This design comes from an exercise in tuning for small area and a short achievable clock period on the open sky130 flow, not from production work. Function was not checked in any run shown here: the RTL went through the layout flow alone. No driver is modelled on the clock port, so clock power and skew are understated where the tree is cut down; a real chip needs a root buffer or a tree. Power and IR drop assume default switching activity.

[design/flow/config.mk]
export PLATFORM = sky130hd
export DESIGN_NAME = fifo_nit
export DESIGN_NICKNAME = fifo_nit
export VERILOG_FILES = /design/flow/design.v
export SDC_FILE = /design/flow/constraint.sdc
export NUM_CORES = 4
export LEC_CHECK = 0
export CAP_MARGIN = 20
export CORE_MARGIN = 2
export CORE_UTILIZATION = 40
export PLACE_DENSITY = 0.6
export SETUP_SLACK_MARGIN = 3.2
export SLEW_MARGIN = 20
[design/flow/constraint.sdc]
create_clock -name core_clock -period 5.0 [get_ports {Clk}]
set_input_delay 1.0000 -clock core_clock [delete_from_list [all_inputs] [get_ports {Clk}]]
set_output_delay 1.0000 -clock core_clock [all_outputs]
set_load 0.01 [all_outputs]
[design/flow/design.v]
`timescale 1ns / 1ps
module fifo_nit(
    input  Clk,
    input  RD,
    input  WR,
    input  EN,
    input  [31:0] dataIn,
    output reg [31:0] dataOut,
    input  Rst,
    output EMPTY,
    output FULL
);
reg [3:0] wp;           
reg [7:0] rp;           
reg       empty_q;      
reg       full_q;
reg       ne_q;         
reg       nf_q;
reg [31:0] mem [0:7];
assign EMPTY = empty_q;
assign FULL  = full_q;
wire rst_en = EN & Rst;
wire rd_acc = EN & ~Rst & RD & ne_q;
wire wr_acc = EN & ~Rst & WR & nf_q & ~(RD & ne_q);
function [7:0] jdec;
    input [3:0] q;
    begin
        jdec[0] = ~q[3] & ~q[0];
        jdec[1] =  q[0] & ~q[1];
        jdec[2] =  q[1] & ~q[2];
        jdec[3] =  q[2] & ~q[3];
        jdec[4] =  q[3] &  q[0];
        jdec[5] = ~q[0] &  q[1];
        jdec[6] = ~q[1] &  q[2];
        jdec[7] = ~q[2] &  q[3];
    end
endfunction
wire [7:0] wsel   = jdec(wp);
wire [3:0] wp_inc = {wp[2:0], ~wp[3]};
wire [7:0] wsel_inc = {wsel[6:0], wsel[7]};
wire [7:0] rp_inc = {rp[6:0], rp[7]};
always @(posedge Clk) begin
    if (rst_en) begin
        wp      <= 4'd0;
        rp      <= 8'd1;
        empty_q <= 1'b1;
        full_q  <= 1'b0;
        ne_q    <= 1'b0;
        nf_q    <= 1'b1;
    end else if (rd_acc) begin
        rp      <= rp_inc;
        empty_q <= |(rp_inc & wsel);
        full_q  <= 1'b0;
        ne_q    <= ~|(rp_inc & wsel);
        nf_q    <= 1'b1;
    end else if (wr_acc) begin
        wp      <= wp_inc;
        empty_q <= 1'b0;
        full_q  <= |(wsel_inc & rp);
        ne_q    <= 1'b1;
        nf_q    <= ~|(wsel_inc & rp);
    end
end
genvar i;
generate
    for (i = 0; i < 8; i = i + 1) begin : g_mem
        always @(posedge Clk)
            if (nf_q && wsel[i])
                mem[i] <= dataIn;
    end
endgenerate
reg [31:0] rdata;
integer k;
always @(*) begin
    rdata = {32{~rd_acc}} & dataOut;
    for (k = 0; k < 8; k = k + 1)
        rdata = rdata | ({32{rd_acc & rp[k]}} & mem[k]);
end
always @(posedge Clk)
    dataOut <= rdata;
endmodule
[design/flow/flow/run.sh]
#!/bin/bash
# Own layout flow: the standard ORFS flow with three changes:
#  - port buffers use buf_2 instead of the slow delay cell buffer_ports picks;
#  - CTS without dummy loads, larger sink clusters;
#  - after CTS, the middle level of the clock H-tree is collapsed so the root
#    buffer drives the leaf buffers directly (every register keeps the same
#    number of buffers between the clock port and its clock pin).
set -euo pipefail
here=$(pwd)
bash standard.sh \
  "BUFFER_PORTS_ARGS=-buffer_cell sky130_fd_sc_hd__buf_2" \
  "CTS_ARGS=-sink_clustering_enable -repair_clock_nets -dont_use_dummy_load -sink_clustering_size ${CTS_SIZE:-30} -sink_clustering_max_diameter ${CTS_DIAM:-80}" \
  "POST_CTS_TCL=$here/flow/post_cts.tcl" \
  finish > "$here/flow_make.log" 2>&1
[design/flow/flow/post_cts.tcl]
# Collapse intermediate clock buffers: the buffer driven by the clock port
# (the root) then drives the leaf buffers directly.
set clk_port_net [get_nets -of_objects [get_ports Clk]]
set root_pins [get_pins -of_objects $clk_port_net -filter "direction == input"]
if {[llength $root_pins] != 1} {
  puts "post_cts: clock port drives [llength $root_pins] pins, leaving the tree as it is"
  return
}
set root_inst [get_cells -of_objects $root_pins]
set root_out [get_pins -of_objects $root_inst -filter "direction == output"]
set root_net [get_nets -of_objects $root_out]
puts "post_cts: root [get_full_name $root_inst] net [get_full_name $root_net]"

proc is_buffer_inst {inst} {
  set m [get_property $inst ref_name]
  return [regexp {clkbuf|buf_} $m]
}

set changed 1
while {$changed} {
  set changed 0
  foreach pin [get_pins -of_objects $root_net -filter "direction == input"] {
    set inst [get_cells -of_objects $pin]
    if {![is_buffer_inst $inst]} { continue }
    set out [get_pins -of_objects $inst -filter "direction == output"]
    set onet [get_nets -of_objects $out]
    set loads [get_pins -of_objects $onet -filter "direction == input"]
    set all_buf 1
    foreach l $loads {
      if {![is_buffer_inst [get_cells -of_objects $l]]} { set all_buf 0 }
    }
    if {!$all_buf || [llength $loads] == 0} { continue }
    puts "post_cts: collapsing [get_full_name $inst] ([get_property $inst ref_name]) with [llength $loads] buffer loads"
    foreach l $loads {
      set lname [get_full_name $l]
      disconnect_pin $onet $l
      connect_pin $root_net [get_pins $lname]
    }
    set iname [get_full_name $inst]
    disconnect_pin $root_net $pin
    delete_instance [get_cells $iname]
    delete_net $onet
    set changed 1
    break
  }
}
estimate_parasitics -placement
report_clock_skew
report_checks -path_delay max -format end -group_path_count 3
[design/flow/standard.sh]
#!/bin/bash
# synth_recipe.tcl (not shown) runs the flow's synth.tcl, then flattens the netlist and writes it again
# the make line also repeats each setting of config.mk as NAME=value (left out here)
make -C /OpenROAD-flow-scripts/flow DESIGN_CONFIG=/design/flow/config.mk WORK_HOME=/design/flow/orfs CLKGATE_MAP_FILE= SYNTH_SCRIPT=/design/flow/synth_recipe.tcl "${@:-finish}"
==> results.ini, run 1 <==
[logic_synthesis]
ys_seq_elements=304
yosysTopAreaCellShare_pct=71.8
yosysMostFrequentCell=edfxtp_1
syn-cell-area_um2=10700
synth_area_leader_cell=edfxtp_1
synthArstFlopShare_pct=0
synth_common_cells=256 x edfxtp_1, 69 x a22o_1, 64 x a221oi_1
synthCells=606
ys.flop_type=edfxtp_1
yosysSeqAreaShare_pct=80.7
syn-num-nets=643
synth_edf_count=256
synth_area_leaders=edfxtp_1 72%, dfxtp_1 9.0%, a22o_1 5.6%
synthDistinctLibCells=32
synth_warnings=2
synth_area_per_cell_um2=17.7

[status]
stop_stage=clock tree synthesis (4_1_cts)
stop_error=[ERROR STA-0100] unsupported object type Port.
status=stopped before the end

[placed_design]
dp_hpwl_um=12600
gp_congestion=0.736
portBuffers=70

[floorplan]
initial_utilization_pct=40.9
rows=59
die_h_um=168
die_x_um=168
boundaryPins=71

[clocking]
cts.sinks=304

[cell families after synthesis]
| family | Yosys count | share of synthesized area, % |
|---|---|---|
| AND/OR/NAND/NOR | 66 | 2.90 |
| buffers and inverters | 47 | 1.97 |
| AO/OA/AOI/OAI | 185 | 14.0 |
| flip-flops | 304 | 80.7 |
| multiplexers | 4 | 0.385 |
[metrics by stage]
stage	area, um2	instances	setup WS (ps)	utilization (%)
2_1_floorplan	10800	606	3020	-
3_3_place_gp	11400	977	2240	43.5
3_5_place_dp	11400	977	2160	43.5
[power by group through the flow]
| stage | sequential (mW) | clock [mW] | combinational, mW |
|---|---|---|---|
| detailed placement | 3.24 | 0 | 0.689 |
| global placement | 3.23 | 0 | 0.674 |
| floorplan | 3.25 | 0 | 0.343 |
[worst min-delay path by stage]
stage	slack (ps)	startpoint	depth (start not counted)	endpoint
global placement	450	empty_q$_SDFFE_PP1P_	2	empty_q$_SDFFE_PP1P_
detailed placement	460	ne_q$_SDFFE_PP0P_	1	ne_q$_SDFFE_PP0P_
floorplan	440	ne_q$_SDFFE_PP0P_	1	ne_q$_SDFFE_PP0P_
==> inputs of run 2 (changes only) <==
--- a/design/flow/flow/post_cts.tcl
+++ b/design/flow/flow/post_cts.tcl
@@ -1,6 +1,6 @@
 # Collapse intermediate clock buffers: the buffer driven by the clock port
 # (the root) then drives the leaf buffers directly.
-set clk_port_net [get_nets -of_objects [get_ports Clk]]
+set clk_port_net [get_nets Clk]
 set root_pins [get_pins -of_objects $clk_port_net -filter "direction == input"]
 if {[llength $root_pins] != 1} {
   puts "post_cts: clock port drives [llength $root_pins] pins, leaving the tree as it is"
==> results.ini, run 2 <==
[status]
status=complete, no violations  ; was stopped before the end

[timing]
max_freq_ghz=0.516
slew_headroom_pct=52.5
report.final.slew_viol_count=0
rsz0062_at_grt=true
setup_viol=0
post-route-period-util_pct=38.8
min_period_ps=1940
hold_viol_final=0
max_slew.worst_pin.slew_ps=711
finalSetupTns_ps=0
skew_ps=50.2

[logic_synthesis]
synthCells=606  ; unchanged
synth_warnings=2  ; unchanged
yosysSeqAreaShare_pct=80.7  ; unchanged
ys.flop_type=edfxtp_1  ; unchanged
synth_common_cells=256 x edfxtp_1, 69 x a22o_1, 64 x a221oi_1  ; unchanged
yosysTopAreaCellShare_pct=71.8  ; unchanged
syn-num-nets=643  ; unchanged
synth_area_per_cell_um2=17.7  ; unchanged
synthArstFlopShare_pct=0  ; unchanged
ys_seq_elements=304  ; unchanged
synth_edf_count=256  ; unchanged
synthDistinctLibCells=32  ; unchanged
yosysMostFrequentCell=edfxtp_1  ; unchanged
synth_area_leaders=edfxtp_1 72%, dfxtp_1 9.0%, a22o_1 5.6%  ; unchanged
syn-cell-area_um2=10700  ; unchanged
synth_area_leader_cell=edfxtp_1  ; unchanged

[pwr]
p_switching_mw=1.29
power_frac_comb_pct=16.9
p_sw_share_pct=24.4
p_per_area_nw_per_um2=434
power.leakage_nw=3.98
peakVddDrop_uv=191
p_int_mw=4.00
seqPwrFrac_pct=61.4
clkPwrFrac_pct=21.7

[floorplan]
dieArea_um2=28100
core-area_um2=26200
die_h_um=168  ; unchanged
rows=59  ; unchanged
boundaryPins=71  ; unchanged
die_x_um=168  ; unchanged
initial_utilization_pct=40.9  ; unchanged

[critical_path]
critical-path-top-delay-family=flip-flops
crit_chain=buf_6
crit_buf_inv=1
reg2reg_to=mem[7][13]$_DFFE_PP_
cp-endpoint=dataOut[14]
start_kind=register
critPathSlowestCell=dfxtp_4
crit_path_start=dataOut[14]$_DFF_P_
crit_cells=1
r2r-start=wp[3]$_SDFFE_PP0P_
critPathMaxStageDelay_ps=380
endpoint_kind=primary output
cp_max_fo=2
worst_ep_required_time_ps=4000
reg2reg_depth=1
critical_path_class=reg2out
reg2reg_slack_ps=3100
arrival_ps=940

[layout]
syn2layout_area_growth_pct=13.9
final_cell_mix=256 x edfxtp_1, 69 x a22o_1, 64 x a221oi_1
final_cells=1008
largest_reg_flops=256
layout.nets=710
final_common_cell=edfxtp_1
largest-register=mem
reg_top3=mem (256), dataOut (32), rp (8)
layout-drive-gt1-share_pct=25.2

[global_route]
grt_overflow=0
grtUsageTotal_pct=17.6
antenna_found_initial=2
grt_pass1_vias=5834
grt_start_max_net_pins=33
grt_pass1_wl_um=36100

[routing]
routed_wirelength_um=24900
drtIter0Drc=535
drc=0
ant_nets=0
routedWlPerCell_um=24.7
via_per_inst=5.78
dr.pass1.iters=5
num_vias=5826

[placed_design]
dp_hpwl_um=12600  ; unchanged
gp_congestion=0.736  ; unchanged
dp.cells=977  ; unchanged
portBuffers=70  ; unchanged

[flow_run]
cap_viol_max_count=0

[clocking]
insertion_delay_ps=440
clk_pin_slew_worst_paths_ps=110
cts.sinks=304  ; unchanged

[hold_path]
hold_class=reg2reg

[run 2: routing by layer]
layer  share of wire (%)  GRT usage [%]  up-vias
met3                 6.7           4.42       26
li1                    -              -     2630
met5               0.052              0        -
met4                 1.5           4.76        2
met1                  44           23.9     2963
met2                  48           28.5      205
[run 2: logic make-up (layout without fill, tap and decap cells)]
group	Yosys count	after routing	share of synthesized area, %
flip-flops	304	304	80.7
AO/OA/AOI/OAI	185	185	14.0
AND/OR/NAND/NOR	66	71	2.90
buffers and inverters	47	107	1.97
multiplexers	4	4	0.385
other	0	2	0
[run 2: worst min path at each step]
stage / startpoint / end / cells past startpoint
5_1_grt: ne_q$_SDFFE_PP0P_ / ne_q$_SDFFE_PP0P_ / 1
3_5_place_dp: ne_q$_SDFFE_PP0P_ / ne_q$_SDFFE_PP0P_ / 1
6_report: ne_q$_SDFFE_PP0P_ / ne_q$_SDFFE_PP0P_ / 1
3_3_place_gp: empty_q$_SDFFE_PP1P_ / empty_q$_SDFFE_PP1P_ / 2
2_1_floorplan: ne_q$_SDFFE_PP0P_ / ne_q$_SDFFE_PP0P_ / 1
[run 2: through the flow]
step / area, um2 / setup slack [ps] / hold WS [ps] / util, % / power [mW]
2_1_floorplan: 10800 / 3020 / 440 / - / 3.59
3_3_place_gp: 11400 / 2240 / 453 / 43.5 / 3.91
3_5_place_dp: 11400 / 2160 / 462 / 43.5 / 3.93
5_1_grt: 12200 / 3020 / 494 / 46.6 / 5.50
6_report: 12200 / 3060 / 477 / 46.6 / 5.29
[run 2: cell type report]
| type | instances | area, um2 |
|---|---|---|
| Antenna cell | 2 | 5.00 |
| Clock buffer | 13 | 325 |
| Fill cell | 2204 | 14000 |
| Inverter | 2 | 7.51 |
| Multi-Input combinational cell | 260 | 1980 |
| Sequential cell | 304 | 8710 |
| Tap cell | 335 | 419 |
| Timing Repair Buffer | 92 | 756 |
[run 2: power groups by stage]
stage                     sequential, mW  clock, mW  combinational, mW
after global routing                3.27       1.26              0.970
after detailed placement            3.24          0              0.689
final                               3.25       1.15              0.897
after global placement              3.23          0              0.674
after floorplan                     3.25          0              0.343
==> inputs of run 3 (changes only) <==
--- a/design/flow/design.v
+++ b/design/flow/design.v
@@ -72,10 +72,11 @@
 reg [31:0] rdata;
 integer k;
 always @(*) begin
-    rdata = {32{~rd_acc}} & dataOut;
+    rdata = 32'd0;
     for (k = 0; k < 8; k = k + 1)
-        rdata = rdata | ({32{rd_acc & rp[k]}} & mem[k]);
+        rdata = rdata | ({32{rp[k]}} & mem[k]);
 end
 always @(posedge Clk)
-    dataOut <= rdata;
+    if (rd_acc)
+        dataOut <= rdata;
 endmodule
==> results.ini, run 3 <==
[clocking]
insertion_delay_ps=450  ; was 440 ps
clk_pin_slew_worst_paths_ps=110  ; about the same
cts.sinks=304  ; unchanged

[placed_design]
dp.cells=971  ; was 977
dp_hpwl_um=12300  ; was 12,600 um
portBuffers=70  ; unchanged
gp_congestion=0.732  ; was 0.736
place_ws_ps=2860  ; was 2160 ps

[layout]
layout-drive-gt1-share_pct=19.2  ; was 25.2%
syn2layout_area_growth_pct=10.9  ; was 13.9%
final_cells=988  ; was 1,008
fill_cells=2314  ; was 2,204
layout.nets=684  ; was 710
final_common_cell=edfxtp_1  ; unchanged
largest_reg_flops=256  ; unchanged
largest-register=mem  ; unchanged
final_cell_mix=288 x edfxtp_1, 128 x a22oi_1, 68 x buf_2  ; was 256 x edfxtp_1, 69 x a22o_1, 64 x a221oi_1
reg_top3=mem (256), dataOut (32), rp (8)  ; unchanged

[critical_path]
endpoint_kind=primary output  ; unchanged
critical-path-top-delay-family=flip-flops  ; unchanged
start_kind=register  ; unchanged
crit_chain=buf_2  ; was buf_6
crit_buf_inv=1  ; unchanged
cp_max_fo=1  ; was 2
critPathMaxStageDelay_ps=430  ; was 380 ps
critPathSlowestCell=edfxtp_1  ; was dfxtp_4
arrival_ps=1040  ; was 940 ps
worst_ep_required_time_ps=4000  ; about the same
critical_path_class=reg2out  ; unchanged

[logic_synthesis]
synth_edf_count=288  ; was 256
ys.flop_type=edfxtp_1  ; unchanged
synth_area_leaders=edfxtp_1 80%, a22oi_1 8.9%, dfxtp_1 3.0%  ; was edfxtp_1 72%, dfxtp_1 9.0%, a22o_1 5.6%
synth_area_per_cell_um2=18.5  ; was 17.7 um2
syn-cell-area_um2=10800  ; was 10,700 um2
synthArstFlopShare_pct=0  ; unchanged
synth_common_cells=288 x edfxtp_1, 128 x a22oi_1, 32 x nand4_1  ; was 256 x edfxtp_1, 69 x a22o_1, 64 x a221oi_1
yosysSeqAreaShare_pct=83.1  ; was 80.7%
syn-num-nets=620  ; was 643
yosysMostFrequentCell=edfxtp_1  ; unchanged
yosysTopAreaCellShare_pct=80.1  ; was 71.8%
synthCells=583  ; was 606
synth_warnings=2  ; unchanged
synthDistinctLibCells=36  ; was 32
ys_seq_elements=304  ; unchanged
synth_area_leader_cell=edfxtp_1  ; unchanged

[timing]
min_period_ps=2040  ; was 1940 ps
rsz0062_at_grt=true  ; unchanged
report.final.slew_viol_count=0  ; unchanged
slew_headroom_pct=51.5  ; was 52.5%
fin_ws_ps=2960  ; was 3060 ps
skew_ps=41.9  ; was 50.2 ps
post-route-period-util_pct=40.8  ; was 38.8%
setup_viol=0  ; unchanged
max_freq_ghz=0.490  ; was 0.516 GHz
finalSetupTns_ps=0  ; unchanged
max_slew.worst_pin.slew_ps=726  ; was 711 ps
hold_viol_final=0  ; unchanged

[global_route]
grtUsageTotal_pct=17.2  ; was 17.6%
grt_pass1_vias=5738  ; was 5,834
grt_start_max_net_pins=41  ; was 33
antenna_found_initial=3  ; was 2
grt_pass1_wl_um=35600  ; was 36,100 um
grt_overflow=0  ; unchanged

[routing]
dr.pass1.iters=5  ; unchanged
routed_wirelength_um=24300  ; was 24,900 um
routedWlPerCell_um=24.6  ; was 24.7 um
drc=0  ; unchanged
ant_nets=0  ; unchanged
via_per_inst=5.78  ; about the same
num_vias=5708  ; was 5,826
drtIter0Drc=544  ; was 535

[status]
status=complete, no violations  ; unchanged

[pwr]
power.leakage_nw=3.70  ; was 3.98 nW
p_int_mw=3.53  ; was 4.00 mW
p_switching_mw=1.01  ; was 1.29 mW
p_per_area_nw_per_um2=379  ; was 434 nW/um2
seqPwrFrac_pct=66.8  ; was 61.4%
peakVddDrop_uv=349  ; was 191 uV
clkPwrFrac_pct=24.8  ; was 21.7%
p_sw_share_pct=22.3  ; was 24.4%
design_power_total_mw=4.54  ; was 5.29 mW
power_frac_comb_pct=8.3  ; was 16.9%

[floorplan]
initial_utilization_pct=40.4  ; was 40.9%
dieArea_um2=28300  ; was 28,100 um2
rows=60  ; was 59
boundaryPins=71  ; unchanged
die_h_um=168  ; about the same
die_x_um=168  ; about the same
core-area_um2=26700  ; was 26,200 um2

[flow_run]
cap_viol_max_count=0  ; unchanged

[hold_path]
hold_class=reg2reg  ; unchanged

-- run 3: layer usage --
metal | vias to the layer above | GRT usage [%] | wire, um
met5 | - | 0 | 27
met4 | 4 | 5.32 | 397
met3 | 32 | 3.67 | 1570
met2 | 187 | 27.9 | 11700
met1 | 2977 | 23.5 | 10600
li1 | 2508 | - | -
-- run 3: worst paths after layout --
path	from	end	slack, ps	cells after the start
max reg2reg	wp[2]$_SDFFE_PP0P_	mem[3][17]$_DFFE_PP_	3130	1
min	full_q$_SDFFE_PP0P_	full_q$_SDFFE_PP0P_	480	2
min reg2reg	full_q$_SDFFE_PP0P_	full_q$_SDFFE_PP0P_	480	2
max	dataOut[18]$_DFFE_PP_	dataOut[18]	2960	1
-- run 3: area by class of cell --
cell class / instances / area, um2 / share of cell area, %
sequential: 304 / 8980 / 75.0
clock buffer: 12 / 300 / 2.51
tap: 341 / 427 / 3.57
multi-input combinational: 242 / 1720 / 14.4
inverter: 2 / 20.0 / 0.167
antenna: 2 / 5.00 / 0.0418
timing repair buffer: 85 / 510 / 4.27
-- run 3: metrics by stage --
stage | utilization [%] | hold WS [ps] | area [um2]
floorplan | - | 473 | 10800
global placement | 43.3 | 443 | 11600
detailed placement | 43.3 | 465 | 11600
global route | 44.8 | 500 | 12000
finish | 44.8 | 477 | 12000
-- run 3: cells by family after synthesis --
logic type	share of synthesized area [%]
AO/OA/AOI/OAI	10.3
buffers and inverters	1.77
flip-flops	83.1
multiplexers	0.371
AND/OR/NAND/NOR	4.45
-- run 3: power groups by stage --
stage          combinational [mW]  sequential (mW)  clock, mW
2_1_floorplan               0.209             3.07          0
3_3_place_gp                0.356             3.08          0
3_5_place_dp                0.365             3.09          0
5_1_grt                     0.413             3.05       1.23
6_report                    0.378             3.03       1.13
==> inputs of run 4 (changes only) <==
--- a/design/flow/flow/post_cts.tcl
+++ b/design/flow/flow/post_cts.tcl
@@ -1,6 +1,6 @@
 # Collapse intermediate clock buffers: the buffer driven by the clock port
 # (the root) then drives the leaf buffers directly.
-set clk_port_net [get_nets Clk]
+set clk_port_net [get_nets -of_objects [get_ports Clk]]
 set root_pins [get_pins -of_objects $clk_port_net -filter "direction == input"]
 if {[llength $root_pins] != 1} {
   puts "post_cts: clock port drives [llength $root_pins] pins, leaving the tree as it is"
==> results.ini, run 4 <==
[logic_synthesis]
synth_area_leader_cell=edfxtp_1  ; unchanged
ys_seq_elements=304  ; unchanged
synth_area_leaders=edfxtp_1 80%, a22oi_1 8.9%, dfxtp_1 3.0%  ; unchanged
yosysMostFrequentCell=edfxtp_1  ; unchanged
synthDistinctLibCells=36  ; unchanged
syn-num-nets=620  ; unchanged
synth_area_per_cell_um2=18.5  ; unchanged
yosysTopAreaCellShare_pct=80.1  ; unchanged
synth_common_cells=288 x edfxtp_1, 128 x a22oi_1, 32 x nand4_1  ; unchanged
yosysSeqAreaShare_pct=83.1  ; unchanged
synth_warnings=2  ; unchanged
ys.flop_type=edfxtp_1  ; unchanged
syn-cell-area_um2=10800  ; unchanged
synthCells=583  ; unchanged
synth_edf_count=288  ; unchanged
synthArstFlopShare_pct=0  ; unchanged

[clocking]
cts.sinks=304  ; unchanged

[placed_design]
portBuffers=70  ; unchanged
dp_hpwl_um=12300  ; unchanged
gp_congestion=0.732  ; unchanged
place_ws_ps=2860  ; unchanged

[floorplan]
die_h_um=168  ; unchanged
boundaryPins=71  ; unchanged
rows=60  ; unchanged
die_x_um=168  ; unchanged
initial_utilization_pct=40.4  ; unchanged

[status]
stop_error=[ERROR STA-0100] unsupported object type Port.
status=stopped before the end  ; was complete, no violations
stop_stage=clock tree synthesis (4_1_cts)

==> run 4: cells by family after synthesis <==
group	after synthesis	synth area share, %
buffers and inverters	39	1.77
flip-flops	304	83.1
AO/OA/AOI/OAI	149	10.3
AND/OR/NAND/NOR	87	4.45
multiplexers	4	0.371
==> run 4: per-stage QoR <==
step | area [um2] | cells | hold WS [ps] | util [%]
after global placement | 11600 | 971 | 443 | 43.3
after detailed placement | 11600 | 971 | 465 | 43.3
after floorplan | 10800 | 583 | 473 | -
==> run 4: worst max-delay path by stage <==
stage / slack (ps) / startpoint / to / cells past startpoint
2_1_floorplan: 2710 / wp[1]$_SDFFE_PP0P_ / mem[2][0]$_DFFE_PP_ / 3
3_3_place_gp: 2900 / EN / wp[3]$_SDFFE_PP0P_ / 5
3_5_place_dp: 2860 / Rst / wp[2]$_SDFFE_PP0P_ / 5
==> run 4: power by group through the flow <==
stage / registers, mW / logic, mW / clock network (mW)
3_5_place_dp: 3.09 / 0.365 / 0
3_3_place_gp: 3.08 / 0.356 / 0
2_1_floorplan: 3.07 / 0.209 / 0

==> static timing again, ports no longer ideal <==
The flow's constraints put no driver on any port. The routed layouts listed below were extracted and timed again, unchanged, in two steps.
Step 1 sets driving cells, clkbuf_16 on the clock port and buf_2 on the other inputs (assumed; they add their load-dependent delay and slew).
Step 2, shift: input delay + t, output delay - t, t = (earliest + latest rising clock arrival at the registers) / 2. This alone moves slack from input paths to output paths.
Three values: no drivers, after step 1, after step 2; two values: the first two.
run	shift t [ns]	setup WS [ns]	worst setup path after step 2	worst data-port slew with drivers (ns)
run 2	0.462	3.062 / 3.014 / 2.774	input to register	0.06
run 3	0.471	2.960 / 2.913 / 2.840	input to register	0.07
After both steps setup and hold are still met in every run listed. For run 2, which loses most, drivers alone change the setup slack by -0.048 ns; drivers and shift together by -0.288 ns.
